Background: an optimization exercise with open tools, aiming at small area, a short achievable clock period and few clock cycles per item. Do not read the settings as production practice. In this exercise RTL edits were held to simulation tests only and were not proved equivalent to the original.

### design/flow/design.v
module simple_generic_matrix_mult #(
    parameter integer M = 3,
    parameter integer N = 3,
    parameter integer P = 3,
    parameter integer DATA_WIDTH = 8
)(
    input  wire clk,
    input  wire rst,
    input  wire start,
    input  wire signed [DATA_WIDTH-1:0] a_in,
    input  wire [$clog2(M*N)-1:0] a_addr,
    input  wire a_wen,
    input  wire signed [DATA_WIDTH-1:0] b_in,
    input  wire [$clog2(N*P)-1:0] b_addr,
    input  wire b_wen,
    output reg [2*DATA_WIDTH-1:0] c_out,
    output reg c_valid,
    output reg done
);
    localparam integer E = 1;    
    reg [3:0] t;
    wire rd = start | ((t != 0) & (t <= 8));           
    wire rot_b = rd;                                    
    wire rot_a = rd & ((t == 2) | (t == 5) | (t == 8));  
    always @(posedge clk or posedge rst) begin
        if (rst) begin
            t <= 0;
            c_valid <= 0;
            done <= 0;
        end else begin
            c_valid <= (t >= E) && (t <= E + 8) && (t != 0 || start);
            done <= (t == E + 8);
            t <= (t == E + 8) ? 4'd0 : (start || t != 0) ? t + 4'd1 : 4'd0;
        end
    end
    reg [71:0] Am, Bm;
    genvar x;
    generate
        for (x = 0; x < 9; x = x + 1) begin : st
            wire wa = a_wen & (a_addr == x);
            wire wb = b_wen & (b_addr == x);
            wire ha = ~(wa | rot_a);
            wire hb = ~(wb | rot_b);
            if (x < 3) begin : ao
                always @(posedge clk)
                    Am[8*x +: 8] <= ({8{wa}} & a_in) | ({8{rot_a}} & Am[8*((x + 3) % 9) +: 8])
                                  | ({8{ha}} & Am[8*x +: 8]);
            end else begin : ae
                always @(posedge clk)
                    if (rot_a) Am[8*x +: 8] <= Am[8*((x + 3) % 9) +: 8];
                    else if (wa) Am[8*x +: 8] <= a_in;
            end
            if (x % 3 == 0) begin : bo
                always @(posedge clk)
                    Bm[8*x +: 8] <= ({8{wb}} & b_in) | ({8{rot_b}} & Bm[8*(x + 1) +: 8])
                                  | ({8{hb}} & Bm[8*x +: 8]);
            end else begin : be
                always @(posedge clk)
                    if (rot_b) Bm[8*x +: 8] <= Bm[8*((x % 3 == 2) ? x - 2 : x + 1) +: 8];
                    else if (wb) Bm[8*x +: 8] <= b_in;
            end
        end
    endgenerate
    wire [7:0] ma0 = Am[7:0], ma1 = Am[15:8], ma2 = Am[23:16];
    wire [7:0] mb0 = Bm[7:0], mb1 = Bm[31:24], mb2 = Bm[55:48];
    wire [7:0] a0 = ma0, a1 = ma1, a2 = ma2, b0 = mb0, b1 = mb1, b2 = mb2;
    wire pp0_0_0, pp0_0_1, pp0_0_2, pp0_0_3, pp0_0_4, pp0_0_5, pp0_0_6, pp0_0_7, pp0_1_0, pp0_1_1, pp0_1_2, pp0_1_3, pp0_1_4, pp0_1_5, pp0_1_6, pp0_1_7, pp0_2_0, pp0_2_1, pp0_2_2, pp0_2_3, pp0_2_4, pp0_2_5, pp0_2_6, pp0_2_7, pp0_3_0, pp0_3_1, pp0_3_2, pp0_3_3, pp0_3_4, pp0_3_5, pp0_3_6, pp0_3_7, pp0_4_0, pp0_4_1, pp0_4_2, pp0_4_3, pp0_4_4, pp0_4_5, pp0_4_6, pp0_4_7, pp0_5_0, pp0_5_1, pp0_5_2, pp0_5_3, pp0_5_4, pp0_5_5, pp0_5_6, pp0_5_7, pp0_6_0, pp0_6_1, pp0_6_2, pp0_6_3, pp0_6_4, pp0_6_5, pp0_6_6, pp0_6_7, pp0_7_0, pp0_7_1, pp0_7_2, pp0_7_3, pp0_7_4, pp0_7_5, pp0_7_6, pp0_7_7, pp1_0_0, pp1_0_1, pp1_0_2, pp1_0_3, pp1_0_4, pp1_0_5, pp1_0_6, pp1_0_7, pp1_1_0, pp1_1_1, pp1_1_2, pp1_1_3, pp1_1_4, pp1_1_5, pp1_1_6, pp1_1_7, pp1_2_0, pp1_2_1, pp1_2_2, pp1_2_3, pp1_2_4, pp1_2_5, pp1_2_6, pp1_2_7, pp1_3_0, pp1_3_1, pp1_3_2, pp1_3_3, pp1_3_4, pp1_3_5, pp1_3_6, pp1_3_7, pp1_4_0, pp1_4_1, pp1_4_2, pp1_4_3, pp1_4_4, pp1_4_5, pp1_4_6, pp1_4_7, pp1_5_0, pp1_5_1, pp1_5_2, pp1_5_3, pp1_5_4, pp1_5_5, pp1_5_6, pp1_5_7, pp1_6_0, pp1_6_1, pp1_6_2, pp1_6_3, pp1_6_4, pp1_6_5, pp1_6_6, pp1_6_7, pp1_7_0, pp1_7_1, pp1_7_2, pp1_7_3, pp1_7_4, pp1_7_5, pp1_7_6, pp1_7_7, pp2_0_0, pp2_0_1, pp2_0_2, pp2_0_3, pp2_0_4, pp2_0_5, pp2_0_6, pp2_0_7, pp2_1_0, pp2_1_1, pp2_1_2, pp2_1_3, pp2_1_4, pp2_1_5, pp2_1_6, pp2_1_7, pp2_2_0, pp2_2_1, pp2_2_2, pp2_2_3, pp2_2_4, pp2_2_5, pp2_2_6, pp2_2_7, pp2_3_0, pp2_3_1, pp2_3_2, pp2_3_3, pp2_3_4, pp2_3_5, pp2_3_6, pp2_3_7, pp2_4_0, pp2_4_1, pp2_4_2, pp2_4_3, pp2_4_4, pp2_4_5, pp2_4_6, pp2_4_7, pp2_5_0, pp2_5_1, pp2_5_2, pp2_5_3, pp2_5_4, pp2_5_5, pp2_5_6, pp2_5_7, pp2_6_0, pp2_6_1, pp2_6_2, pp2_6_3, pp2_6_4, pp2_6_5, pp2_6_6, pp2_6_7, pp2_7_0, pp2_7_1, pp2_7_2, pp2_7_3, pp2_7_4, pp2_7_5, pp2_7_6, pp2_7_7, s1, c2, s3, c4, s5, c6, s7, c8, s9, c10, s11, c12, s13, c14, s15, c16, s17, c18, s19, c20, s21, c22, s23, c24, s25, c26, s27, c28, s29, c30, s31, c32, s33, c34, s35, c36, s37, c38, s39, c40, s41, c42, s43, c44, s45, c46, s47, c48, s49, c50, s51, c52, s53, c54, s55, c56, s57, c58, s59, c60, s61, c62, s63, c64, s65, c66, s67, c68, s69, c70, s71, c72, s73, c74, s75, c76, s77, c78, s79, c80, s81, c82, s83, c84, s85, c86, s87, c88, s89, c90, s91, c92, s93, c94, s95, c96, s97, c98, s99, c100, s101, c102, s103, c104, s105, c106, s107, c108, s109, c110, s111, c112, s113, c114, s115, c116, s117, c118, s119, c120, s121, c122, s123, c124, s125, c126, s127, c128, s129, c130, s131, c132, s133, c134, s135, c136, s137, c138, s139, c140, s141, c142, s143, c144, s145, c146, s147, c148, s149, c150, s151, c152, s153, c154, s155, c156, s157, c158, s159, c160, s161, c162, s163, c164, s165, c166, s167, c168, s169, c170, s171, c172, s173, c174, s175, c176, s177, c178, s179, c180, s181, c182, s183, c184, s185, c186, s187, c188, s189, c190, s191, c192, s193, c194, s195, c196, s197, c198, s199, c200, s201, c202, s203, c204, s205, c206, s207, c208, s209, c210, s211, c212, s213, c214, s215, c216, s217, c218, s219, c220, s221, c222, s223, c224, s225, c226, s227, c228, s229, c230, s231, c232, s233, c234, s235, c236, s237, c238, s239, c240, s241, c242, s243, c244, s245, c246, s247, c248, s249, c250, s251, c252, s253, c254, s255, c256, s257, c258, s259, c260, s261, c262, s263, c264, s265, c266, s267, c268, s269, c270, s271, c272, s273, c274, s275, c276, s277, c278, s279, c280, s281, c282, s283, c284, s285, c286, s287, c288, s289, c290, s291, c292, s293, c294, s295, c296, s297, s298, c299, s300, c301, s302, c303, s304, c305, s306, c307, s308, c309, s310, c311, s312, c313, s314, c315, s316, c317, s318, c319, s320, c321, s322, c323, s324, c325, s326, c327, s328, c329, s330, c331, s332, c333, s334, c335, s336, c337, s338, c339, s340, c341, s342, c343, s344, c345, s346, c347, s348, c349, s350;
    assign pp0_0_0 = ~(a0[0] & b0[0]);
    assign pp0_0_1 = ~(a0[0] & b0[1]);
    assign pp0_0_2 = ~(a0[0] & b0[2]);
    assign pp0_0_3 = ~(a0[0] & b0[3]);
    assign pp0_0_4 = ~(a0[0] & b0[4]);
    assign pp0_0_5 = ~(a0[0] & b0[5]);
    assign pp0_0_6 = ~(a0[0] & b0[6]);
    assign pp0_0_7 = a0[0] & b0[7];
    assign pp0_1_0 = ~(a0[1] & b0[0]);
    assign pp0_1_1 = ~(a0[1] & b0[1]);
    assign pp0_1_2 = ~(a0[1] & b0[2]);
    assign pp0_1_3 = ~(a0[1] & b0[3]);
    assign pp0_1_4 = ~(a0[1] & b0[4]);
    assign pp0_1_5 = ~(a0[1] & b0[5]);
    assign pp0_1_6 = ~(a0[1] & b0[6]);
    assign pp0_1_7 = a0[1] & b0[7];
    assign pp0_2_0 = ~(a0[2] & b0[0]);
    assign pp0_2_1 = ~(a0[2] & b0[1]);
    assign pp0_2_2 = ~(a0[2] & b0[2]);
    assign pp0_2_3 = ~(a0[2] & b0[3]);
    assign pp0_2_4 = ~(a0[2] & b0[4]);
    assign pp0_2_5 = ~(a0[2] & b0[5]);
    assign pp0_2_6 = ~(a0[2] & b0[6]);
    assign pp0_2_7 = a0[2] & b0[7];
    assign pp0_3_0 = ~(a0[3] & b0[0]);
    assign pp0_3_1 = ~(a0[3] & b0[1]);
    assign pp0_3_2 = ~(a0[3] & b0[2]);
    assign pp0_3_3 = ~(a0[3] & b0[3]);
    assign pp0_3_4 = ~(a0[3] & b0[4]);
    assign pp0_3_5 = ~(a0[3] & b0[5]);
    assign pp0_3_6 = ~(a0[3] & b0[6]);
    assign pp0_3_7 = a0[3] & b0[7];
    assign pp0_4_0 = ~(a0[4] & b0[0]);
    assign pp0_4_1 = ~(a0[4] & b0[1]);
    assign pp0_4_2 = ~(a0[4] & b0[2]);
    assign pp0_4_3 = ~(a0[4] & b0[3]);
    assign pp0_4_4 = ~(a0[4] & b0[4]);
    assign pp0_4_5 = ~(a0[4] & b0[5]);
    assign pp0_4_6 = ~(a0[4] & b0[6]);
    assign pp0_4_7 = a0[4] & b0[7];
    assign pp0_5_0 = ~(a0[5] & b0[0]);
    assign pp0_5_1 = ~(a0[5] & b0[1]);
    assign pp0_5_2 = ~(a0[5] & b0[2]);
    assign pp0_5_3 = ~(a0[5] & b0[3]);
    assign pp0_5_4 = ~(a0[5] & b0[4]);
    assign pp0_5_5 = ~(a0[5] & b0[5]);
    assign pp0_5_6 = ~(a0[5] & b0[6]);
    assign pp0_5_7 = a0[5] & b0[7];
    assign pp0_6_0 = ~(a0[6] & b0[0]);
    assign pp0_6_1 = ~(a0[6] & b0[1]);
    assign pp0_6_2 = ~(a0[6] & b0[2]);
    assign pp0_6_3 = ~(a0[6] & b0[3]);
    assign pp0_6_4 = ~(a0[6] & b0[4]);
    assign pp0_6_5 = ~(a0[6] & b0[5]);
    assign pp0_6_6 = ~(a0[6] & b0[6]);
    assign pp0_6_7 = a0[6] & b0[7];
    assign pp0_7_0 = a0[7] & b0[0];
    assign pp0_7_1 = a0[7] & b0[1];
    assign pp0_7_2 = a0[7] & b0[2];
    assign pp0_7_3 = a0[7] & b0[3];
    assign pp0_7_4 = a0[7] & b0[4];
    assign pp0_7_5 = a0[7] & b0[5];
    assign pp0_7_6 = a0[7] & b0[6];
    assign pp0_7_7 = ~(a0[7] & b0[7]);
    assign pp1_0_0 = ~(a1[0] & b1[0]);
    assign pp1_0_1 = ~(a1[0] & b1[1]);
    assign pp1_0_2 = ~(a1[0] & b1[2]);
    assign pp1_0_3 = ~(a1[0] & b1[3]);
    assign pp1_0_4 = ~(a1[0] & b1[4]);
    assign pp1_0_5 = ~(a1[0] & b1[5]);
    assign pp1_0_6 = ~(a1[0] & b1[6]);
    assign pp1_0_7 = a1[0] & b1[7];
    assign pp1_1_0 = ~(a1[1] & b1[0]);
    assign pp1_1_1 = ~(a1[1] & b1[1]);
    assign pp1_1_2 = ~(a1[1] & b1[2]);
    assign pp1_1_3 = ~(a1[1] & b1[3]);
    assign pp1_1_4 = ~(a1[1] & b1[4]);
    assign pp1_1_5 = ~(a1[1] & b1[5]);
    assign pp1_1_6 = ~(a1[1] & b1[6]);
    assign pp1_1_7 = a1[1] & b1[7];
    assign pp1_2_0 = ~(a1[2] & b1[0]);
    assign pp1_2_1 = ~(a1[2] & b1[1]);
    assign pp1_2_2 = ~(a1[2] & b1[2]);
    assign pp1_2_3 = ~(a1[2] & b1[3]);
    assign pp1_2_4 = ~(a1[2] & b1[4]);
    assign pp1_2_5 = ~(a1[2] & b1[5]);
    assign pp1_2_6 = ~(a1[2] & b1[6]);
    assign pp1_2_7 = a1[2] & b1[7];
    assign pp1_3_0 = ~(a1[3] & b1[0]);
    assign pp1_3_1 = ~(a1[3] & b1[1]);
    assign pp1_3_2 = ~(a1[3] & b1[2]);
    assign pp1_3_3 = ~(a1[3] & b1[3]);
    assign pp1_3_4 = ~(a1[3] & b1[4]);
    assign pp1_3_5 = ~(a1[3] & b1[5]);
    assign pp1_3_6 = ~(a1[3] & b1[6]);
    assign pp1_3_7 = a1[3] & b1[7];
    assign pp1_4_0 = ~(a1[4] & b1[0]);
    assign pp1_4_1 = ~(a1[4] & b1[1]);
    assign pp1_4_2 = ~(a1[4] & b1[2]);
    assign pp1_4_3 = ~(a1[4] & b1[3]);
    assign pp1_4_4 = ~(a1[4] & b1[4]);
    assign pp1_4_5 = ~(a1[4] & b1[5]);
    assign pp1_4_6 = ~(a1[4] & b1[6]);
    assign pp1_4_7 = a1[4] & b1[7];
    assign pp1_5_0 = ~(a1[5] & b1[0]);
    assign pp1_5_1 = ~(a1[5] & b1[1]);
    assign pp1_5_2 = ~(a1[5] & b1[2]);
    assign pp1_5_3 = ~(a1[5] & b1[3]);
    assign pp1_5_4 = ~(a1[5] & b1[4]);
    assign pp1_5_5 = ~(a1[5] & b1[5]);
    assign pp1_5_6 = ~(a1[5] & b1[6]);
    assign pp1_5_7 = a1[5] & b1[7];
    assign pp1_6_0 = ~(a1[6] & b1[0]);
    assign pp1_6_1 = ~(a1[6] & b1[1]);
    assign pp1_6_2 = ~(a1[6] & b1[2]);
    assign pp1_6_3 = ~(a1[6] & b1[3]);
    assign pp1_6_4 = ~(a1[6] & b1[4]);
    assign pp1_6_5 = ~(a1[6] & b1[5]);
    assign pp1_6_6 = ~(a1[6] & b1[6]);
    assign pp1_6_7 = a1[6] & b1[7];
    assign pp1_7_0 = a1[7] & b1[0];
    assign pp1_7_1 = a1[7] & b1[1];
    assign pp1_7_2 = a1[7] & b1[2];
    assign pp1_7_3 = a1[7] & b1[3];
    assign pp1_7_4 = a1[7] & b1[4];
    assign pp1_7_5 = a1[7] & b1[5];
    assign pp1_7_6 = a1[7] & b1[6];
    assign pp1_7_7 = ~(a1[7] & b1[7]);
    assign pp2_0_0 = ~(a2[0] & b2[0]);
    assign pp2_0_1 = ~(a2[0] & b2[1]);
    assign pp2_0_2 = ~(a2[0] & b2[2]);
    assign pp2_0_3 = ~(a2[0] & b2[3]);
    assign pp2_0_4 = ~(a2[0] & b2[4]);
    assign pp2_0_5 = ~(a2[0] & b2[5]);
    assign pp2_0_6 = ~(a2[0] & b2[6]);
    assign pp2_0_7 = a2[0] & b2[7];
    assign pp2_1_0 = ~(a2[1] & b2[0]);
    assign pp2_1_1 = ~(a2[1] & b2[1]);
    assign pp2_1_2 = ~(a2[1] & b2[2]);
    assign pp2_1_3 = ~(a2[1] & b2[3]);
    assign pp2_1_4 = ~(a2[1] & b2[4]);
    assign pp2_1_5 = ~(a2[1] & b2[5]);
    assign pp2_1_6 = ~(a2[1] & b2[6]);
    assign pp2_1_7 = a2[1] & b2[7];
    assign pp2_2_0 = ~(a2[2] & b2[0]);
    assign pp2_2_1 = ~(a2[2] & b2[1]);
    assign pp2_2_2 = ~(a2[2] & b2[2]);
    assign pp2_2_3 = ~(a2[2] & b2[3]);
    assign pp2_2_4 = ~(a2[2] & b2[4]);
    assign pp2_2_5 = ~(a2[2] & b2[5]);
    assign pp2_2_6 = ~(a2[2] & b2[6]);
    assign pp2_2_7 = a2[2] & b2[7];
    assign pp2_3_0 = ~(a2[3] & b2[0]);
    assign pp2_3_1 = ~(a2[3] & b2[1]);
    assign pp2_3_2 = ~(a2[3] & b2[2]);
    assign pp2_3_3 = ~(a2[3] & b2[3]);
    assign pp2_3_4 = ~(a2[3] & b2[4]);
    assign pp2_3_5 = ~(a2[3] & b2[5]);
    assign pp2_3_6 = ~(a2[3] & b2[6]);
    assign pp2_3_7 = a2[3] & b2[7];
    assign pp2_4_0 = ~(a2[4] & b2[0]);
    assign pp2_4_1 = ~(a2[4] & b2[1]);
    assign pp2_4_2 = ~(a2[4] & b2[2]);
    assign pp2_4_3 = ~(a2[4] & b2[3]);
    assign pp2_4_4 = ~(a2[4] & b2[4]);
    assign pp2_4_5 = ~(a2[4] & b2[5]);
    assign pp2_4_6 = ~(a2[4] & b2[6]);
    assign pp2_4_7 = a2[4] & b2[7];
    assign pp2_5_0 = ~(a2[5] & b2[0]);
    assign pp2_5_1 = ~(a2[5] & b2[1]);
    assign pp2_5_2 = ~(a2[5] & b2[2]);
    assign pp2_5_3 = ~(a2[5] & b2[3]);
    assign pp2_5_4 = ~(a2[5] & b2[4]);
    assign pp2_5_5 = ~(a2[5] & b2[5]);
    assign pp2_5_6 = ~(a2[5] & b2[6]);
    assign pp2_5_7 = a2[5] & b2[7];
    assign pp2_6_0 = ~(a2[6] & b2[0]);
    assign pp2_6_1 = ~(a2[6] & b2[1]);
    assign pp2_6_2 = ~(a2[6] & b2[2]);
    assign pp2_6_3 = ~(a2[6] & b2[3]);
    assign pp2_6_4 = ~(a2[6] & b2[4]);
    assign pp2_6_5 = ~(a2[6] & b2[5]);
    assign pp2_6_6 = ~(a2[6] & b2[6]);
    assign pp2_6_7 = a2[6] & b2[7];
    assign pp2_7_0 = a2[7] & b2[0];
    assign pp2_7_1 = a2[7] & b2[1];
    assign pp2_7_2 = a2[7] & b2[2];
    assign pp2_7_3 = a2[7] & b2[3];
    assign pp2_7_4 = a2[7] & b2[4];
    assign pp2_7_5 = a2[7] & b2[5];
    assign pp2_7_6 = a2[7] & b2[6];
    assign pp2_7_7 = ~(a2[7] & b2[7]);
    mm_fa u_s1 (.a(pp0_0_0), .b(pp1_0_0), .c(pp2_0_0), .s(s1), .co(c2));
    mm_fa u_s3 (.a(pp0_0_1), .b(pp0_1_0), .c(pp1_0_1), .s(s3), .co(c4));
    mm_fa u_s5 (.a(pp1_1_0), .b(pp2_0_1), .c(pp2_1_0), .s(s5), .co(c6));
    mm_fa u_s7 (.a(c2), .b(s3), .c(s5), .s(s7), .co(c8));
    assign s9 = ~(pp0_0_2 ^ pp0_1_1);
    assign c10 = pp0_0_2 | pp0_1_1;
    mm_fa u_s11 (.a(pp0_2_0), .b(pp1_0_2), .c(pp1_1_1), .s(s11), .co(c12));
    mm_fa u_s13 (.a(pp1_2_0), .b(pp2_0_2), .c(pp2_1_1), .s(s13), .co(c14));
    mm_fa u_s15 (.a(pp2_2_0), .b(c4), .c(c6), .s(s15), .co(c16));
    mm_fa u_s17 (.a(s9), .b(s11), .c(s13), .s(s17), .co(c18));
    mm_fa u_s19 (.a(c8), .b(s15), .c(s17), .s(s19), .co(c20));
    assign s21 = ~(pp0_0_3 ^ pp0_1_2);
    assign c22 = pp0_0_3 | pp0_1_2;
    mm_fa u_s23 (.a(pp0_2_1), .b(pp0_3_0), .c(pp1_0_3), .s(s23), .co(c24));
    mm_fa u_s25 (.a(pp1_1_2), .b(pp1_2_1), .c(pp1_3_0), .s(s25), .co(c26));
    mm_fa u_s27 (.a(pp2_0_3), .b(pp2_1_2), .c(pp2_2_1), .s(s27), .co(c28));
    mm_fa u_s29 (.a(pp2_3_0), .b(c10), .c(c12), .s(s29), .co(c30));
    mm_fa u_s31 (.a(c14), .b(s21), .c(s23), .s(s31), .co(c32));
    mm_fa u_s33 (.a(s25), .b(s27), .c(c16), .s(s33), .co(c34));
    mm_fa u_s35 (.a(c18), .b(s29), .c(s31), .s(s35), .co(c36));
    mm_fa u_s37 (.a(s33), .b(c20), .c(s35), .s(s37), .co(c38));
    assign s39 = ~(pp0_0_4 ^ pp0_1_3);
    assign c40 = pp0_0_4 | pp0_1_3;
    mm_fa u_s41 (.a(pp0_2_2), .b(pp0_3_1), .c(pp0_4_0), .s(s41), .co(c42));
    mm_fa u_s43 (.a(pp1_0_4), .b(pp1_1_3), .c(pp1_2_2), .s(s43), .co(c44));
    mm_fa u_s45 (.a(pp1_3_1), .b(pp1_4_0), .c(pp2_0_4), .s(s45), .co(c46));
    mm_fa u_s47 (.a(pp2_1_3), .b(pp2_2_2), .c(pp2_3_1), .s(s47), .co(c48));
    mm_fa u_s49 (.a(pp2_4_0), .b(c22), .c(c24), .s(s49), .co(c50));
    mm_fa u_s51 (.a(c26), .b(c28), .c(s39), .s(s51), .co(c52));
    mm_fa u_s53 (.a(s41), .b(s43), .c(s45), .s(s53), .co(c54));
    mm_fa u_s55 (.a(s47), .b(c30), .c(c32), .s(s55), .co(c56));
    mm_fa u_s57 (.a(s49), .b(s51), .c(s53), .s(s57), .co(c58));
    mm_fa u_s59 (.a(c34), .b(c36), .c(s55), .s(s59), .co(c60));
    assign s61 = ~(pp0_0_5 ^ pp0_1_4);
    assign c62 = pp0_0_5 | pp0_1_4;
    mm_fa u_s63 (.a(pp0_2_3), .b(pp0_3_2), .c(pp0_4_1), .s(s63), .co(c64));
    mm_fa u_s65 (.a(pp0_5_0), .b(pp1_0_5), .c(pp1_1_4), .s(s65), .co(c66));
    mm_fa u_s67 (.a(pp1_2_3), .b(pp1_3_2), .c(pp1_4_1), .s(s67), .co(c68));
    mm_fa u_s69 (.a(pp1_5_0), .b(pp2_0_5), .c(pp2_1_4), .s(s69), .co(c70));
    mm_fa u_s71 (.a(pp2_2_3), .b(pp2_3_2), .c(pp2_4_1), .s(s71), .co(c72));
    mm_fa u_s73 (.a(pp2_5_0), .b(c40), .c(c42), .s(s73), .co(c74));
    mm_fa u_s75 (.a(c44), .b(c46), .c(c48), .s(s75), .co(c76));
    mm_fa u_s77 (.a(s61), .b(s63), .c(s65), .s(s77), .co(c78));
    mm_fa u_s79 (.a(s67), .b(s69), .c(s71), .s(s79), .co(c80));
    mm_fa u_s81 (.a(c50), .b(c52), .c(c54), .s(s81), .co(c82));
    mm_fa u_s83 (.a(s73), .b(s75), .c(s77), .s(s83), .co(c84));
    mm_fa u_s85 (.a(s79), .b(c56), .c(c58), .s(s85), .co(c86));
    assign s87 = ~(pp0_0_6 ^ pp0_1_5);
    assign c88 = pp0_0_6 | pp0_1_5;
    mm_fa u_s89 (.a(pp0_2_4), .b(pp0_3_3), .c(pp0_4_2), .s(s89), .co(c90));
    mm_fa u_s91 (.a(pp0_5_1), .b(pp0_6_0), .c(pp1_0_6), .s(s91), .co(c92));
    mm_fa u_s93 (.a(pp1_1_5), .b(pp1_2_4), .c(pp1_3_3), .s(s93), .co(c94));
    mm_fa u_s95 (.a(pp1_4_2), .b(pp1_5_1), .c(pp1_6_0), .s(s95), .co(c96));
    mm_fa u_s97 (.a(pp2_0_6), .b(pp2_1_5), .c(pp2_2_4), .s(s97), .co(c98));
    mm_fa u_s99 (.a(pp2_3_3), .b(pp2_4_2), .c(pp2_5_1), .s(s99), .co(c100));
    mm_fa u_s101 (.a(pp2_6_0), .b(c62), .c(c64), .s(s101), .co(c102));
    mm_fa u_s103 (.a(c66), .b(c68), .c(c70), .s(s103), .co(c104));
    mm_fa u_s105 (.a(c72), .b(s87), .c(s89), .s(s105), .co(c106));
    mm_fa u_s107 (.a(s91), .b(s93), .c(s95), .s(s107), .co(c108));
    mm_fa u_s109 (.a(s97), .b(s99), .c(c74), .s(s109), .co(c110));
    mm_fa u_s111 (.a(c76), .b(c78), .c(c80), .s(s111), .co(c112));
    mm_fa u_s113 (.a(s101), .b(s103), .c(s105), .s(s113), .co(c114));
    mm_fa u_s115 (.a(s107), .b(c82), .c(s109), .s(s115), .co(c116));
    mm_fa u_s117 (.a(c84), .b(s111), .c(s113), .s(s117), .co(c118));
    assign s119 = ~(pp0_0_7 ^ pp0_1_6);
    assign c120 = pp0_0_7 | pp0_1_6;
    mm_fa u_s121 (.a(pp0_2_5), .b(pp0_3_4), .c(pp0_4_3), .s(s121), .co(c122));
    mm_fa u_s123 (.a(pp0_5_2), .b(pp0_6_1), .c(pp0_7_0), .s(s123), .co(c124));
    mm_fa u_s125 (.a(pp1_0_7), .b(pp1_1_6), .c(pp1_2_5), .s(s125), .co(c126));
    mm_fa u_s127 (.a(pp1_3_4), .b(pp1_4_3), .c(pp1_5_2), .s(s127), .co(c128));
    mm_fa u_s129 (.a(pp1_6_1), .b(pp1_7_0), .c(pp2_0_7), .s(s129), .co(c130));
    mm_fa u_s131 (.a(pp2_1_6), .b(pp2_2_5), .c(pp2_3_4), .s(s131), .co(c132));
    mm_fa u_s133 (.a(pp2_4_3), .b(pp2_5_2), .c(pp2_6_1), .s(s133), .co(c134));
    mm_fa u_s135 (.a(pp2_7_0), .b(c88), .c(c90), .s(s135), .co(c136));
    mm_fa u_s137 (.a(c92), .b(c94), .c(c96), .s(s137), .co(c138));
    mm_fa u_s139 (.a(c98), .b(c100), .c(s119), .s(s139), .co(c140));
    mm_fa u_s141 (.a(s121), .b(s123), .c(s125), .s(s141), .co(c142));
    mm_fa u_s143 (.a(s127), .b(s129), .c(s131), .s(s143), .co(c144));
    mm_fa u_s145 (.a(s133), .b(c102), .c(c104), .s(s145), .co(c146));
    mm_fa u_s147 (.a(c106), .b(c108), .c(s135), .s(s147), .co(c148));
    mm_fa u_s149 (.a(s137), .b(s139), .c(s141), .s(s149), .co(c150));
    mm_fa u_s151 (.a(s143), .b(c110), .c(c112), .s(s151), .co(c152));
    mm_fa u_s153 (.a(s145), .b(c114), .c(s147), .s(s153), .co(c154));
    mm_fa u_s155 (.a(pp0_1_7), .b(pp0_2_6), .c(pp0_3_5), .s(s155), .co(c156));
    mm_fa u_s157 (.a(pp0_4_4), .b(pp0_5_3), .c(pp0_6_2), .s(s157), .co(c158));
    mm_fa u_s159 (.a(pp0_7_1), .b(pp1_1_7), .c(pp1_2_6), .s(s159), .co(c160));
    mm_fa u_s161 (.a(pp1_3_5), .b(pp1_4_4), .c(pp1_5_3), .s(s161), .co(c162));
    mm_fa u_s163 (.a(pp1_6_2), .b(pp1_7_1), .c(pp2_1_7), .s(s163), .co(c164));
    mm_fa u_s165 (.a(pp2_2_6), .b(pp2_3_5), .c(pp2_4_4), .s(s165), .co(c166));
    mm_fa u_s167 (.a(pp2_5_3), .b(pp2_6_2), .c(pp2_7_1), .s(s167), .co(c168));
    mm_fa u_s169 (.a(c120), .b(c122), .c(c124), .s(s169), .co(c170));
    mm_fa u_s171 (.a(c126), .b(c128), .c(c130), .s(s171), .co(c172));
    mm_fa u_s173 (.a(c132), .b(c134), .c(s155), .s(s173), .co(c174));
    mm_fa u_s175 (.a(s157), .b(s159), .c(s161), .s(s175), .co(c176));
    mm_fa u_s177 (.a(s163), .b(s165), .c(s167), .s(s177), .co(c178));
    mm_fa u_s179 (.a(c136), .b(c138), .c(c140), .s(s179), .co(c180));
    mm_fa u_s181 (.a(c142), .b(c144), .c(s169), .s(s181), .co(c182));
    mm_fa u_s183 (.a(s171), .b(s173), .c(s175), .s(s183), .co(c184));
    mm_fa u_s185 (.a(s177), .b(c146), .c(c148), .s(s185), .co(c186));
    mm_fa u_s187 (.a(c150), .b(s179), .c(s181), .s(s187), .co(c188));
    assign s189 = ~(pp0_2_7 ^ pp0_3_6);
    assign c190 = pp0_2_7 | pp0_3_6;
    mm_fa u_s191 (.a(pp0_4_5), .b(pp0_5_4), .c(pp0_6_3), .s(s191), .co(c192));
    mm_fa u_s193 (.a(pp0_7_2), .b(pp1_2_7), .c(pp1_3_6), .s(s193), .co(c194));
    mm_fa u_s195 (.a(pp1_4_5), .b(pp1_5_4), .c(pp1_6_3), .s(s195), .co(c196));
    mm_fa u_s197 (.a(pp1_7_2), .b(pp2_2_7), .c(pp2_3_6), .s(s197), .co(c198));
    mm_fa u_s199 (.a(pp2_4_5), .b(pp2_5_4), .c(pp2_6_3), .s(s199), .co(c200));
    mm_fa u_s201 (.a(pp2_7_2), .b(c156), .c(c158), .s(s201), .co(c202));
    mm_fa u_s203 (.a(c160), .b(c162), .c(c164), .s(s203), .co(c204));
    mm_fa u_s205 (.a(c166), .b(c168), .c(s189), .s(s205), .co(c206));
    mm_fa u_s207 (.a(s191), .b(s193), .c(s195), .s(s207), .co(c208));
    mm_fa u_s209 (.a(s197), .b(s199), .c(c170), .s(s209), .co(c210));
    mm_fa u_s211 (.a(c172), .b(c174), .c(c176), .s(s211), .co(c212));
    mm_fa u_s213 (.a(c178), .b(s201), .c(s203), .s(s213), .co(c214));
    mm_fa u_s215 (.a(s205), .b(s207), .c(c180), .s(s215), .co(c216));
    mm_fa u_s217 (.a(c182), .b(s209), .c(c184), .s(s217), .co(c218));
    mm_fa u_s219 (.a(pp0_3_7), .b(pp0_4_6), .c(pp0_5_5), .s(s219), .co(c220));
    mm_fa u_s221 (.a(pp0_6_4), .b(pp0_7_3), .c(pp1_3_7), .s(s221), .co(c222));
    mm_fa u_s223 (.a(pp1_4_6), .b(pp1_5_5), .c(pp1_6_4), .s(s223), .co(c224));
    mm_fa u_s225 (.a(pp1_7_3), .b(pp2_3_7), .c(pp2_4_6), .s(s225), .co(c226));
    mm_fa u_s227 (.a(pp2_5_5), .b(pp2_6_4), .c(pp2_7_3), .s(s227), .co(c228));
    mm_fa u_s229 (.a(c190), .b(c192), .c(c194), .s(s229), .co(c230));
    mm_fa u_s231 (.a(c196), .b(c198), .c(c200), .s(s231), .co(c232));
    mm_fa u_s233 (.a(s219), .b(s221), .c(s223), .s(s233), .co(c234));
    mm_fa u_s235 (.a(s225), .b(s227), .c(c202), .s(s235), .co(c236));
    mm_fa u_s237 (.a(c204), .b(c206), .c(c208), .s(s237), .co(c238));
    mm_fa u_s239 (.a(s229), .b(s231), .c(s233), .s(s239), .co(c240));
    mm_fa u_s241 (.a(c210), .b(c212), .c(c214), .s(s241), .co(c242));
    mm_fa u_s243 (.a(s235), .b(s237), .c(s239), .s(s243), .co(c244));
    mm_fa u_s245 (.a(pp0_4_7), .b(pp0_5_6), .c(pp0_6_5), .s(s245), .co(c246));
    mm_fa u_s247 (.a(pp0_7_4), .b(pp1_4_7), .c(pp1_5_6), .s(s247), .co(c248));
    mm_fa u_s249 (.a(pp1_6_5), .b(pp1_7_4), .c(pp2_4_7), .s(s249), .co(c250));
    mm_fa u_s251 (.a(pp2_5_6), .b(pp2_6_5), .c(pp2_7_4), .s(s251), .co(c252));
    mm_fa u_s253 (.a(c220), .b(c222), .c(c224), .s(s253), .co(c254));
    mm_fa u_s255 (.a(c226), .b(c228), .c(s245), .s(s255), .co(c256));
    mm_fa u_s257 (.a(s247), .b(s249), .c(s251), .s(s257), .co(c258));
    mm_fa u_s259 (.a(c230), .b(c232), .c(c234), .s(s259), .co(c260));
    mm_fa u_s261 (.a(s253), .b(s255), .c(s257), .s(s261), .co(c262));
    mm_fa u_s263 (.a(c236), .b(c238), .c(c240), .s(s263), .co(c264));
    mm_fa u_s265 (.a(pp0_5_7), .b(pp0_6_6), .c(pp0_7_5), .s(s265), .co(c266));
    mm_fa u_s267 (.a(pp1_5_7), .b(pp1_6_6), .c(pp1_7_5), .s(s267), .co(c268));
    mm_fa u_s269 (.a(pp2_5_7), .b(pp2_6_6), .c(pp2_7_5), .s(s269), .co(c270));
    mm_fa u_s271 (.a(c246), .b(c248), .c(c250), .s(s271), .co(c272));
    mm_fa u_s273 (.a(c252), .b(s265), .c(s267), .s(s273), .co(c274));
    mm_fa u_s275 (.a(s269), .b(c254), .c(c256), .s(s275), .co(c276));
    mm_fa u_s277 (.a(c258), .b(s271), .c(s273), .s(s277), .co(c278));
    mm_fa u_s279 (.a(c260), .b(c262), .c(s275), .s(s279), .co(c280));
    mm_fa u_s281 (.a(pp0_6_7), .b(pp0_7_6), .c(pp1_6_7), .s(s281), .co(c282));
    mm_fa u_s283 (.a(pp1_7_6), .b(pp2_6_7), .c(pp2_7_6), .s(s283), .co(c284));
    mm_fa u_s285 (.a(c266), .b(c268), .c(c270), .s(s285), .co(c286));
    mm_fa u_s287 (.a(s281), .b(s283), .c(c272), .s(s287), .co(c288));
    mm_fa u_s289 (.a(c274), .b(s285), .c(c276), .s(s289), .co(c290));
    mm_fa u_s291 (.a(pp0_7_7), .b(pp1_7_7), .c(pp2_7_7), .s(s291), .co(c292));
    mm_fa u_s293 (.a(c282), .b(c284), .c(s291), .s(s293), .co(c294));
    mm_fa u_s295 (.a(c286), .b(s293), .c(c288), .s(s295), .co(c296));
    assign s297 = 1'b1 ^ c292 ^ c294;
    mm_fa u_s298 (.a(ra_s57), .b(ra_c38), .c(ra_s59), .s(s298), .co(c299));
    mm_fa u_s300 (.a(ra_s81), .b(ra_s83), .c(ra_c60), .s(s300), .co(c301));
    mm_fa u_s302 (.a(ra_s85), .b(c299), .c(s300), .s(s302), .co(c303));
    mm_fa u_s304 (.a(ra_c86), .b(ra_s115), .c(ra_s117), .s(s304), .co(c305));
    mm_fa u_s306 (.a(c301), .b(s304), .c(c303), .s(s306), .co(c307));
    mm_fa u_s308 (.a(ra_s149), .b(ra_c116), .c(ra_s151), .s(s308), .co(c309));
    mm_fa u_s310 (.a(ra_c118), .b(ra_s153), .c(c305), .s(s310), .co(c311));
    mm_fa u_s312 (.a(s308), .b(s310), .c(c307), .s(s312), .co(c313));
    mm_fa u_s314 (.a(ra_s183), .b(ra_c152), .c(ra_c154), .s(s314), .co(c315));
    mm_fa u_s316 (.a(ra_s185), .b(ra_s187), .c(c309), .s(s316), .co(c317));
    mm_fa u_s318 (.a(s314), .b(c311), .c(s316), .s(s318), .co(c319));
    mm_fa u_s320 (.a(ra_s211), .b(ra_s213), .c(ra_c186), .s(s320), .co(c321));
    mm_fa u_s322 (.a(ra_c188), .b(ra_s215), .c(ra_s217), .s(s322), .co(c323));
    mm_fa u_s324 (.a(c315), .b(s320), .c(s322), .s(s324), .co(c325));
    mm_fa u_s326 (.a(c317), .b(s324), .c(c319), .s(s326), .co(c327));
    mm_fa u_s328 (.a(ra_c216), .b(ra_c218), .c(ra_s241), .s(s328), .co(c329));
    mm_fa u_s330 (.a(ra_s243), .b(c321), .c(c323), .s(s330), .co(c331));
    mm_fa u_s332 (.a(s328), .b(c325), .c(s330), .s(s332), .co(c333));
    mm_fa u_s334 (.a(ra_s259), .b(ra_s261), .c(ra_c242), .s(s334), .co(c335));
    mm_fa u_s336 (.a(ra_c244), .b(ra_s263), .c(c329), .s(s336), .co(c337));
    mm_fa u_s338 (.a(s334), .b(c331), .c(s336), .s(s338), .co(c339));
    mm_fa u_s340 (.a(ra_s277), .b(ra_c264), .c(ra_s279), .s(s340), .co(c341));
    mm_fa u_s342 (.a(c335), .b(s340), .c(c337), .s(s342), .co(c343));
    mm_fa u_s344 (.a(ra_s287), .b(ra_c278), .c(ra_c280), .s(s344), .co(c345));
    mm_fa u_s346 (.a(ra_s289), .b(c341), .c(s344), .s(s346), .co(c347));
    mm_fa u_s348 (.a(ra_c290), .b(ra_s295), .c(c345), .s(s348), .co(c349));
    assign s350 = ra_s297 ^ ra_c296 ^ c349;
    reg ra_s1, ra_s7, ra_s19, ra_s37, ra_s57, ra_c38, ra_s59, ra_s81, ra_s83, ra_c60, ra_s85, ra_c86, ra_s115, ra_s117, ra_s149, ra_c116, ra_s151, ra_c118, ra_s153, ra_s183, ra_c152, ra_c154, ra_s185, ra_s187, ra_s211, ra_s213, ra_c186, ra_c188, ra_s215, ra_s217, ra_c216, ra_c218, ra_s241, ra_s243, ra_s259, ra_s261, ra_c242, ra_c244, ra_s263, ra_s277, ra_c264, ra_s279, ra_s287, ra_c278, ra_c280, ra_s289, ra_c290, ra_s295, ra_s297, ra_c296;
    always @(posedge clk) begin
        ra_s1 <= s1;
        ra_s7 <= s7;
        ra_s19 <= s19;
        ra_s37 <= s37;
        ra_s57 <= s57;
        ra_c38 <= c38;
        ra_s59 <= s59;
        ra_s81 <= s81;
        ra_s83 <= s83;
        ra_c60 <= c60;
        ra_s85 <= s85;
        ra_c86 <= c86;
        ra_s115 <= s115;
        ra_s117 <= s117;
        ra_s149 <= s149;
        ra_c116 <= c116;
        ra_s151 <= s151;
        ra_c118 <= c118;
        ra_s153 <= s153;
        ra_s183 <= s183;
        ra_c152 <= c152;
        ra_c154 <= c154;
        ra_s185 <= s185;
        ra_s187 <= s187;
        ra_s211 <= s211;
        ra_s213 <= s213;
        ra_c186 <= c186;
        ra_c188 <= c188;
        ra_s215 <= s215;
        ra_s217 <= s217;
        ra_c216 <= c216;
        ra_c218 <= c218;
        ra_s241 <= s241;
        ra_s243 <= s243;
        ra_s259 <= s259;
        ra_s261 <= s261;
        ra_c242 <= c242;
        ra_c244 <= c244;
        ra_s263 <= s263;
        ra_s277 <= s277;
        ra_c264 <= c264;
        ra_s279 <= s279;
        ra_s287 <= s287;
        ra_c278 <= c278;
        ra_c280 <= c280;
        ra_s289 <= s289;
        ra_c290 <= c290;
        ra_s295 <= s295;
        ra_s297 <= s297;
        ra_c296 <= c296;
    end
    wire [15:0] row1 = {s350, c347, s346, c339, c333, s332, s326, s318, s312, s306, s302, s298, ra_s37, ra_s19, ra_s7, ra_s1};
    wire [15:0] row2 = {1'b0, s348, c343, s342, s338, c327, 1'b0, c313, 1'b0, 1'b0, 1'b0, 1'b0, 1'b0, 1'b0, 1'b0, 1'b0};
    always @(posedge clk) c_out <= ~(row1 + row2);
endmodule
module mm_fa (input wire a, input wire b, input wire c, output wire s, output wire co);
    assign s = a ^ b ^ c;
    assign co = (a & b) | (a & c) | (b & c);
endmodule
module mm_ha (input wire a, input wire b, output wire s, output wire co);
    assign s = a ^ b;
    assign co = a & b;
endmodule
### design/flow/flow/run.sh
#!/bin/bash
set -euo pipefail
bash standard.sh SETUP_SLACK_MARGIN=7 "BUFFER_PORTS_ARGS=-buffer_cell sky130_fd_sc_hd__buf_2" finish > standard_flow.log 2>&1
### design/flow/standard.sh
#!/bin/bash
# synth_recipe.tcl (not shown) runs the flow's synth.tcl, then flattens the netlist and writes it again
# the make line also repeats each setting of config.mk as NAME=value (left out here)
make -C /OpenROAD-flow-scripts/flow DESIGN_CONFIG=/design/flow/config.mk WORK_HOME=/design/flow/orfs CLKGATE_MAP_FILE= SYNTH_SCRIPT=/design/flow/synth_recipe.tcl "${@:-finish}"
### design/flow/config.mk
export PLATFORM = sky130hd
export DESIGN_NAME = simple_generic_matrix_mult
export DESIGN_NICKNAME = simple_generic_matrix_mult
export VERILOG_FILES = /design/flow/design.v
export SDC_FILE = /design/flow/constraint.sdc
export NUM_CORES = 4
export LEC_CHECK = 0
export ABC_CLOCK_PERIOD_IN_PS = 3000
export CAP_MARGIN = 20
export CORE_MARGIN = 2
export CORE_UTILIZATION = 70
export CTS_BUF_LIST = sky130_fd_sc_hd__clkbuf_8
export CTS_CLUSTER_DIAMETER = 60
export CTS_CLUSTER_SIZE = 14
export SLEW_MARGIN = 20
export SYNTH_HIERARCHICAL = 1
export SYNTH_MINIMUM_KEEP_SIZE = 0
### design/flow/constraint.sdc
create_clock -name core_clock -period 10.0 [get_ports {clk}]
set_input_delay 2.0000 -clock core_clock [delete_from_list [all_inputs] [get_ports {clk}]]
set_output_delay 2.0000 -clock core_clock [all_outputs]
set_load 0.01 [all_outputs]
==> results of run 1 <==
## sequential cells by signal (all words and copies together) (netlist names), 4 cells and up
name   cells
c_out     16
Bm        72
Am        72
t          4
## Yosys stat by module, one instance, submodules excluded
module                      flip-flops and latches  copies in the design  cell area, um^2
mm_fa                                            0                   167             20.0
simple_generic_matrix_mult                     216                     1             9080
## routing by layer
metal / share of wire / up-vias
li1: - / 3386
met2: 0.49 / 492
met5: 0 / -
met3: 0.10 / 89
met4: 0.035 / 0
met1: 0.37 / 4069
## final cells by class
cell class / instances / share of cell area
diodes: 1 / 0.000185
clock buffers: 21 / 0.0213
clock inverters: 14 / 0.00701
inverters: 38 / 0.0105
multi-input cells: 668 / 0.514
flip-flops and latches: 216 / 0.394
well taps: 225 / 0.0208
repair buffers: 59 / 0.0323
## final timing paths
check | from | to | slack [ps] | cells after the start
max | c_valid | c_valid | 6970 | 1
min | ra_s37 | c_out[3] | 360 | 1
max reg2reg | ra_s151 | c_out[14] | 7000 | 10
min reg2reg | ra_s37 | c_out[3] | 360 | 1
max in group asynchronous | rst | t[0] | 8470 | 2
min in group asynchronous | rst | t[3] | 1350 | 2
## cells in the final DEF (no fill, tap or decap), types with 4 or more instances in the layout
cell type,synthesis,final
fa_1,167,160
nand2_1,144,144
a21o_1,120,120
edfxtp_1,96,96
dfxtp_1,114,94
and2_1,64,64
inv_1,38,49
buf_2,12,39
a221o_1,24,24
a22o_1,24,24
clkbuf_8,0,21
dfxtp_2,0,20
ha_1,19,16
nor3_1,16,14
buf_4,3,8
nor4_1,7,7
fa_2,0,7
o31ai_4,0,6
and2_0,6,6
dfrtp_1,6,6
buf_6,4,6
nor2_1,6,5
xnor2_1,6,5
buf_12,0,5
nor2_4,0,4
a21oi_1,6,4
o21ai_0,9,4
## cell families after synthesis
family | Yosys count | share of synthesized area
compound gates | 200 | 0.126
flops | 216 | 0.428
xor+xnor | 9 | 0.00635
buf+inv | 121 | 0.0412
fa+ha+maj | 186 | 0.288
mux | 2 | 0.00171
simple gates | 271 | 0.109
## what timing repair did
| item | 4_1_cts | 5_1_grt |
|---|---|---|
| cloned | 0 | 0 |
| buffers inserted | 4 | 7 |
| pin swaps | 17 | 12 |
| resized for setup | 23 | 33 |
| endpoints found under the setup margin | 197 | 73 |
## stage by stage
step	hold WS (ps)	worst slack (ps)	cells	instance area [um^2]	util
2_1_floorplan	338	6830	1005	12700	-
3_3_place_gp	340	6190	1194	12800	0.740
3_5_place_dp	341	6100	1195	12800	0.742
4_1_cts	360	6820	1234	13400	0.772
5_1_grt	372	6890	1242	13600	0.784
6_report	360	6970	1242	13600	0.784
==> out/qor.yml, run 1 <==
outcome:
  status: "finished clean"
yosys:
  synthTopCellsByArea: "fa_1 27%, edfxtp_1 23%, dfxtp_1 18%"
  syn_inst: 1005
  synth.distinct_cells: 48
  synth_edf_count: 96
  synth_common_cells: "167 x fa_1, 144 x nand2_1, 120 x a21o_1"
  synth_top_area_cell: "fa_1"
  avgSynthCellArea_um2: 12.4
  synth-main-ff-cell: "dfxtp_1"
  yosys.area.top_type_share: 0.269
  synth.net_count: 1220
  ys.warnings.count: 7
  async_flop_share: 0.0278
  yosysSeqAreaShare: 0.428
  syn_area_um2: 12400
  synth.most_common_cell: "fa_1"
  yosys_register_bits: 216
cts:
  hold_buffers: 0
  cts_tree: "yes"
  insertion_delay_ps: 540
  htreeDepth: 1
  cts.clk_slew.worst_paths_ps: 90
  cts_buffers: 20
  cts_sinks: 216
  cts-root-buf: "clkbuf_8"
  cts_buffer_depth: 3
sta:
  max_slew.worst_pin.slew_ps: 1010
  finClkSkew_ps: 20.3
  slew_headroom: 0.320
  hold_viol_final: 0
  setup_viol: 0
  finalCritPeriodShare: 0.303
  rsz0062_at_grt: "true"
  fmax_ghz: 0.330
  drv_slew: 0
  period_minus_slack_ps: 3030
  setup-tns-final_ps: 0
floorplan:
  core_um2: 17300
  die_w_um: 137
  die_area_um2: 18800
  rows: 48
  die_height_um: 137
  initial_core_util: 0.718
  io_pins: 47
grt:
  grt_overflow: 0
  grt_pass1_wl_um: 44700
  grtUsageMet1: 0.422
  antenna_found_initial: 1
  met3_usage: 0.0728
  grt_util_met2: 0.523
  grt_max_degree: 76
  track_usage: 0.320
  grt_pass1_vias: 8445
  top_usage_layer: "met2"
detailed_routing:
  viasPerCell: 6.47
  drc: 0
  final_antenna_net_count: 0
  vias: 8036
  drtIter0Drc: 689
  wl_um: 29000
  firstDrtPassIters: 5
  routedWlPerCell_um: 23.4
layout:
  seqCellArea_um2: 5340
  fill_cells: 1045
  syn_to_final_growth_pct: 9.15
  drive_gt1_frac: 0.152
  fin_nets: 1218
  multiInputGateArea_um2: 6970
worst_setup_path:
  cp_top_family: "flip-flops"
  critPathSlowestCell: "dfrtp_1"
  cp_max_fo: 1
  start_kind: "flip-flop"
  critPathKind: "flip-flop to primary output"
  crit_path_cell_trace: "buf_2"
  cp_data_arrival_time_ps: 1030
  crit_buf_inv: 1
  cp_slowest_stage_delay_ps: 360
  critPathCaptureType: "primary output"
  required_ps: 8000
place:
  numPortBuffers: 46
  gp_congestion: 0.936
  hpwl_um: 21300
min_path:
  min_path_type: "flip-flop to flip-flop"
run:
  cap_violations: 0
Testbench counts, summed over its fixed seeds: cycles 30,400, items 14,400.
==> run 2: changes to the inputs <==
--- a/design/flow/design.v
+++ b/design/flow/design.v
@@ -43,19 +43,7 @@
             wire hb = ~(wb | rot_b);
-            if (x < 3) begin : ao
-                always @(posedge clk)
-                    Am[8*x +: 8] <= ({8{wa}} & a_in) | ({8{rot_a}} & Am[8*((x + 3) % 9) +: 8])
-                                  | ({8{ha}} & Am[8*x +: 8]);
-            end else begin : ae
-                always @(posedge clk)
-                    if (rot_a) Am[8*x +: 8] <= Am[8*((x + 3) % 9) +: 8];
-                    else if (wa) Am[8*x +: 8] <= a_in;
-            end
-            if (x % 3 == 0) begin : bo
-                always @(posedge clk)
-                    Bm[8*x +: 8] <= ({8{wb}} & b_in) | ({8{rot_b}} & Bm[8*(x + 1) +: 8])
-                                  | ({8{hb}} & Bm[8*x +: 8]);
-            end else begin : be
-                always @(posedge clk)
-                    if (rot_b) Bm[8*x +: 8] <= Bm[8*((x % 3 == 2) ? x - 2 : x + 1) +: 8];
-                    else if (wb) Bm[8*x +: 8] <= b_in;
+            always @(posedge clk) begin
+                Am[8*x +: 8] <= ({8{wa}} & a_in) | ({8{rot_a}} & Am[8*((x + 3) % 9) +: 8])
+                              | ({8{ha}} & Am[8*x +: 8]);
+                Bm[8*x +: 8] <= ({8{wb}} & b_in) | ({8{rot_b}} & Bm[8*((x % 3 == 2) ? x - 2 : x + 1) +: 8])
+                              | ({8{hb}} & Bm[8*x +: 8]);
             end
--- a/design/flow/config.mk
+++ b/design/flow/config.mk
@@ -10,3 +10,3 @@
 export CORE_MARGIN = 2
-export CORE_UTILIZATION = 70
+export CORE_UTILIZATION = 80
 export CTS_BUF_LIST = sky130_fd_sc_hd__clkbuf_8
==> run 2 against run 1 <==
Net effect:
- still clean on timing, DRC and antenna
- hold slack improved by 10 ps
- clock skew decreased by 1.4 ps
- count of clock-buffer cells in the layout decreased by 2
- setup slack got worse by 130 ps
- fmax decreased by 4.3%
- wire length increased by 9.7%
- critical path type is now flip-flop to flip-flop
- critical endpoint is now c_out[14]
- highest routed layer unchanged
==> out/qor.yml, run 2 <==
outcome:
  status: "finished clean"
place:
  dp_slack_ps: 6080  # -16.2 ps
  dpl-instance-area_um2: 12500  # -2.5%
  numPortBuffers: 46  # unchanged
  gp_congestion: 0.936  # about the same
  hpwl_um: 21600  # +1.5%
sta:
  hold_viol_final: 0  # unchanged
  finClkSkew_ps: 18.9  # -1.39 ps
  rsz0062_at_grt: "true"
  setup_ws_ps: 6840  # -135 ps
  max_slew.worst_pin.slew_ps: 728  # -284 ps
  setup-tns-final_ps: 0  # unchanged
  fmax_ghz: 0.316  # -4.3%
  period_minus_slack_ps: 3160  # +135 ps
  drv_slew: 0  # unchanged
  finalCritPeriodShare: 0.316  # +0.0135
  setup_viol: 0  # unchanged
  slew_headroom: 0.513  # +0.193
floorplan:
  die_height_um: 128  # -6.7%
  io_pins: 47  # unchanged
  die_w_um: 128  # -6.7%
  initial_core_util: 0.816  # +0.0976
  die_area_um2: 16400  # -13%
  rows: 45  # -6.3%
  core_um2: 15100  # -13%
cts:
  htreeDepth: 1  # unchanged
  hold_buffers: 0  # unchanged
  cts_buffer_depth: 3  # unchanged
  cts_sinks: 216  # unchanged
  cts_tree: "yes"
  cts-root-buf: "clkbuf_8"
  cts.clk_slew.worst_paths_ps: 90  # about the same
  insertion_delay_ps: 560  # +20 ps
  cts_buffers: 19  # -5.0%
run:
  cap_violations: 0  # unchanged
grt:
  grt_pass1_wl_um: 47400  # +6.0%
  grt_overflow: 0  # unchanged
  antenna_found_initial: 0  # -1
  grt_max_degree: 82  # +7.9%
  track_usage: 0.375  # +0.0550
  grt_pass1_vias: 9234  # +9.3%
layout:
  seqCellArea_um2: 4380  # -18%
  drive_gt1_frac: 0.138  # -0.0134
  diodes: 0  # -1
  final_cell_mix: "193 x dfxtp_1, 159 x fa_1, 146 x nand2_1, 72 x a22o_1, 72 x a21o_1"
  fill_cells: 748  # -28%
  stdcell_area_um2: 13100  # -3.2%
  multiInputGateArea_um2: 7720  # +11%
  syn_to_final_growth_pct: 6.61
  largestRegisters: "Am x72, Bm x72, c_out x16"
  final_common_cell: "dfxtp_1"
  fin_nets: 1305  # +7.1%
yosys:
  ys.warnings.count: 7  # unchanged
  yosysSeqAreaShare: 0.354  # -0.0742
  synth.distinct_cells: 46  # -4.2%
  syn_inst: 1108  # +10%
  synth.most_common_cell: "dfxtp_1"
  synth.net_count: 1323  # +8.4%
  synthTopCellsByArea: "dfxtp_1 34%, fa_1 27%, a221o_1 5.7%"
  async_flop_share: 0.0278  # unchanged
  synth-main-ff-cell: "dfxtp_1"
  synth_common_cells: "210 x dfxtp_1, 167 x fa_1, 147 x nand2_1"
  synth_edf_count: 0  # -100%
  synth_top_area_cell: "dfxtp_1"
  syn_area_um2: 12300  # -0.91%
  yosys.area.top_type_share: 0.342  # +0.0724
  yosys_register_bits: 216  # unchanged
  avgSynthCellArea_um2: 11.1  # -10%
worst_setup_path:
  critPathCaptureType: "flip-flop"
  start_kind: "flip-flop"
  cp_max_fo: 3  # +2
  required_ps: 10450  # +2450 ps
  cp_data_arrival_time_ps: 3610  # +2580 ps
  critPathKind: "flip-flop to flip-flop"
  rr_worst_depth: 9  # -1
detailed_routing:
  drtIter0Drc: 1150  # +67%
  final_antenna_net_count: 0  # unchanged
  viasPerCell: 7.13  # +10%
  wl_um: 31800  # +9.7%
  drc: 0  # unchanged
  routedWlPerCell_um: 24.8  # +6.3%
  vias: 9129  # +14%
  firstDrtPassIters: 8  # +3
min_path:
  min_path_cells: 1  # unchanged
  min_path_type: "flip-flop to flip-flop"
==> run 2: cell count changes in the layout (fill, tap and decap cells not counted), moves of 7 or more <==
cell      delta
nor2_1      +11
nor4_1       +7
clkinv_1     +7
a221o_1     +46
dfxtp_1     +99
nor2_4       +9
a22o_1      +48
inv_1       -15
edfxtp_1    -96
a21o_1      -48
nor3_1      +30
==> run 2: metrics by stage <==
step	util	hold WS, ps	instances
5_1_grt	0.869	385	1281
3_3_place_gp	0.829	338	1253
3_5_place_dp	0.829	356	1253
2_1_floorplan	-	338	1108
6_report	0.869	371	1281
4_1_cts	0.856	376	1277
==> run 2: cells by family (layout without fill, tap and decap cells) <==
family / Yosys count / count (layout) / share of synthesized area
multiplexers: 1 / 1 / 0.000813
adder cells (fa/ha/maj): 186 / 186 / 0.291
flip-flops: 216 / 216 / 0.354
buffers and inverters: 130 / 114 / 0.0499
XOR/XNOR: 10 / 10 / 0.00864
AND/OR/NAND/NOR: 331 / 332 / 0.132
AO/OA/AOI/OAI: 234 / 234 / 0.164
==> run 2: critical path, cell delays in order, from the launching register on <==
cell and delay [ps]:
dfxtp_2 330, fa_2 390, fa_1 520, fa_2 420, fa_2 630, ha_4 200
a21oi_4 70, o211ai_1 240, a21oi_2 90, xor2_1 140
==> run 2: area by class of cell <==
type                    count  area share
multi-input cells         763       0.588
flip-flops and latches    216       0.333
repair buffers             52      0.0272
clock buffers              19      0.0199
well taps                 188      0.0179
inverters                  38      0.0109
clock inverters             5     0.00210
==> run 2: final timing paths <==
kind	from	end	slack, ps
max	ra_s151	c_out[14]	6840
min	ra_s37	c_out[3]	370
max reg2reg	ra_s151	c_out[14]	6840
min reg2reg	ra_s37	c_out[3]	370
max in group asynchronous	rst	t[1]	8480
min in group asynchronous	rst	t[3]	1340
==> run 2: metal layers <==
metal	vias up	track usage	wire, um
li1	3798	-	-
met1	4404	0.487	11600
met2	737	0.607	15100
met3	190	0.0735	3180
met4	0	0.190	1950
met5	-	0	0
==> run 2: what timing repair did <==
item | CTS | global route
resized for setup | 28 | 42
pin swaps | 2 | 14
cloned | 0 | 1
setup buffers | 0 | 3
setup endpoints to repair | 146 | 154
==> run 2: per-module statistics from Yosys, one instance, submodules excluded <==
module	copies in the design	area [um^2]
mm_fa	167	20.0
simple_generic_matrix_mult	1	8960
Testbench counts of run 2, summed over its fixed seeds: cycles 30,400, items 14,400.
==> run 3: changes to the inputs <==
--- a/design/flow/config.mk
+++ b/design/flow/config.mk
@@ -10,3 +10,3 @@
 export CORE_MARGIN = 2
-export CORE_UTILIZATION = 80
+export CORE_UTILIZATION = 70
 export CTS_BUF_LIST = sky130_fd_sc_hd__clkbuf_8
==> run 3 against run 2 <==
Net effect:
- synthesized area unchanged
- hold slack worse by 1.8 ps
- first-iteration DRC count down 21%
- count of clock-buffer cells in the layout up 2
- fmax up 4.1%
- critical path type is now flip-flop to primary output
==> out/qor.yml, run 3 <==
sta:
  max_slew.worst_pin.slew_ps: 812  # +83.5 ps
  setup_viol: 0  # unchanged
  fmax_ghz: 0.329  # +4.1%
  drv_slew: 0  # unchanged
  finalCritPeriodShare: 0.304  # -0.0123
  hold_viol_final: 0  # unchanged
  setup_ws_ps: 6960  # +123 ps
  setup-tns-final_ps: 0  # unchanged
  period_minus_slack_ps: 3040  # -123 ps
  rsz0062_at_grt: "true"
  slew_headroom: 0.457  # -0.0559
  finClkSkew_ps: 12.2  # -6.73 ps
worst_setup_path:
  critPathKind: "flip-flop to primary output"
  required_ps: 8000  # -2450 ps
  path_depth: 1  # -8
  cp_top_family: "flip-flops"
  critPathSlowestCell: "dfrtp_1"
  cp_slowest_stage_delay_ps: 360  # -270 ps
  crit_path_cell_trace: "buf_2"
  cp_max_fo: 1  # -2
  crit_buf_inv: 1  # +1
  start_kind: "flip-flop"
  critPathCaptureType: "primary output"
  rr_worst_depth: 10  # +1
  cp_data_arrival_time_ps: 1040  # -2570 ps
yosys:
  avgSynthCellArea_um2: 11.1  # unchanged
  yosys.area.top_type_share: 0.342  # unchanged
  synth.distinct_cells: 46  # unchanged
  yosys_register_bits: 216  # unchanged
  syn_inst: 1108  # unchanged
  synth_edf_count: 0  # unchanged
  yosysSeqAreaShare: 0.354  # unchanged
  async_flop_share: 0.0278  # unchanged
  synth-main-ff-cell: "dfxtp_1"
  ys.warnings.count: 7  # unchanged
  synth_top_area_cell: "dfxtp_1"
  synthTopCellsByArea: "dfxtp_1 34%, fa_1 27%, a221o_1 5.7%"
  synth_common_cells: "210 x dfxtp_1, 167 x fa_1, 147 x nand2_1"
  synth.most_common_cell: "dfxtp_1"
  syn_area_um2: 12300  # unchanged
  synth.net_count: 1323  # unchanged
cts:
  cts-root-buf: "clkbuf_8"
  cts_tree: "yes"
  cts_buffers: 19  # unchanged
  cts_sinks: 216  # unchanged
  htreeDepth: 1  # unchanged
  cts_buffer_depth: 3  # unchanged
  cts_setup_buffers: 0  # unchanged
  cts.clk_slew.worst_paths_ps: 90  # about the same
  insertion_delay_ps: 550  # about the same
floorplan:
  rows: 48  # +6.7%
  die_area_um2: 18700  # +14%
  die_w_um: 137  # +6.7%
  die_height_um: 137  # +6.7%
  io_pins: 47  # unchanged
  core_um2: 17200  # +14%
  initial_core_util: 0.714  # -0.102
grt:
  grt_pass1_wl_um: 44800  # -5.5%
  grt_pass1_vias: 8409  # -8.9%
  grt_max_degree: 82  # unchanged
  grt_overflow: 0  # unchanged
  antenna_found_initial: 0  # unchanged
  track_usage: 0.311  # -0.0636
layout:
  final_cell_mix: "198 x dfxtp_1, 161 x fa_1, 146 x nand2_1, 72 x a22o_1, 72 x a21o_1"
  final_common_cell: "dfxtp_1"
  stdcell_count: 1315  # +2.7%
  largestRegisters: "Am x72, Bm x72, c_out x16"
  fill_cells: 1132  # +51%
  drive_gt1_frac: 0.133  # -0.00512
  fin_nets: 1303  # -0.15%
  stdcell_area_um2: 13100  # +0.11%
  diodes: 0  # unchanged
  syn_to_final_growth_pct: 6.73
min_path:
  min_path_type: "flip-flop to flip-flop"
  min_path_cells: 1  # unchanged
place:
  dp.cells: 1290  # +3.0%
  hpwl_um: 20400  # -5.7%
  dp_slack_ps: 6140  # +54.6 ps
  numPortBuffers: 46  # unchanged
  dpl-instance-area_um2: 12600  # +0.37%
  gp_congestion: 0.910  # -2.8%
detailed_routing:
  vias: 8506  # -6.8%
  viasPerCell: 6.47  # -9.2%
  wl_um: 28900  # -9.0%
  drc: 0  # unchanged
  drtIter0Drc: 904  # -21%
  firstDrtPassIters: 6  # -2
  final_antenna_net_count: 0  # unchanged
  routedWlPerCell_um: 22.0  # -11%
run:
  cap_violations: 0  # unchanged
outcome:
  status: "finished clean"
## run 3: timing repair
action | 4_1_cts | 5_1_grt
resized for setup | 24 | 38
endpoints found under the setup margin | 143 | 141
pin swaps | 2 | 5
hold buffers | 0 | 0
cloned | 0 | 2
hold endpoints to repair | 0 | 0
## run 3: path summary, 6_finish.rpt
path	end	slack, ps	from
worst max-delay path	done	6960	done
worst min-delay path	c_out[0]	370	ra_s1
worst max register to register	c_out[14]	7010	ra_s81
worst min register to register	c_out[0]	370	ra_s1
max in group asynchronous	t[3]	8480	rst
min in group asynchronous	c_valid	1340	rst
## run 3: metrics by stage
step	util	hold slack [ps]
after floorplan	-	338
after global placement	0.728	338
after detailed placement	0.728	345
after CTS	0.753	366
after global routing	0.762	382
final	0.762	369
## run 3: kinds of logic (layout without fill, tap and decap cells)
| group | Yosys count | in the layout | share of synthesized area |
|---|---|---|---|
| AO/OA/AOI/OAI | 234 | 234 | 0.164 |
| XOR/XNOR | 10 | 10 | 0.00864 |
| adder cells (fa/ha/maj) | 186 | 186 | 0.291 |
| AND/OR/NAND/NOR | 331 | 332 | 0.132 |
| buffers and inverters | 130 | 111 | 0.0499 |
| flip-flops | 216 | 216 | 0.354 |
| multiplexers | 1 | 1 | 0.000813 |
## run 3: area by class of cell
cell class / count / area, um^2 / area share
Clock buffer: 21 / 289 / 0.0220
Tap cell: 225 / 282 / 0.0214
Clock inverter: 2 / 37.5 / 0.00286
Sequential cell: 216 / 4370 / 0.333
Multi-Input combinational cell: 763 / 7670 / 0.584
Timing Repair Buffer: 50 / 349 / 0.0266
Inverter: 38 / 143 / 0.0109
## run 3: layer usage
metal  vias to the layer above  wire length (um)  global-route usage
li1                       3778                 -                   -
met4                         0               790              0.0856
met2                       410             13700               0.499
met5                         -                 0                   0
met3                        69              2120              0.0474
met1                      4249             12300               0.445
## run 3: per-module statistics from Yosys (local to each module, per instance)
module	cells inside	cell area, um^2
mm_fa	1	20.0
simple_generic_matrix_mult	941	8960

==> static timing again, ports no longer ideal <==
The results above use ideal ports. As a check the final layouts listed here were re-extracted and re-timed, cells and wires unchanged. Step 1 assumes that a clkbuf_16 drives the clock port and a buf_2 every other input. Step 2 adds t to the input delays and takes it off the output delays; t is the mean of the earliest and latest rising clock arrival at the registers after step 1. Input paths then give back, and output paths get back, about the clock's delay inside the block. a / b / c = no drivers / after step 1 / after step 2; a / b = the first two.
run | t, ns | setup WS [ns] | worst hold slack (ns)
run 1 | 0.570 | 6.974 / 6.930 / 6.473 | 0.360 / 0.360 / 0.360
run 2 | 0.591 | 6.839 / 6.839 / 6.479 | 0.371 / 0.371 / 0.371
run 3 | 0.589 | 6.962 / 6.919 / 6.440 | 0.369 / 0.369 / 0.369
After both steps every run listed still meets setup and hold. The setup slack of run 3, which loses most, moves by -0.043 ns with the drivers and by -0.522 ns with both steps.
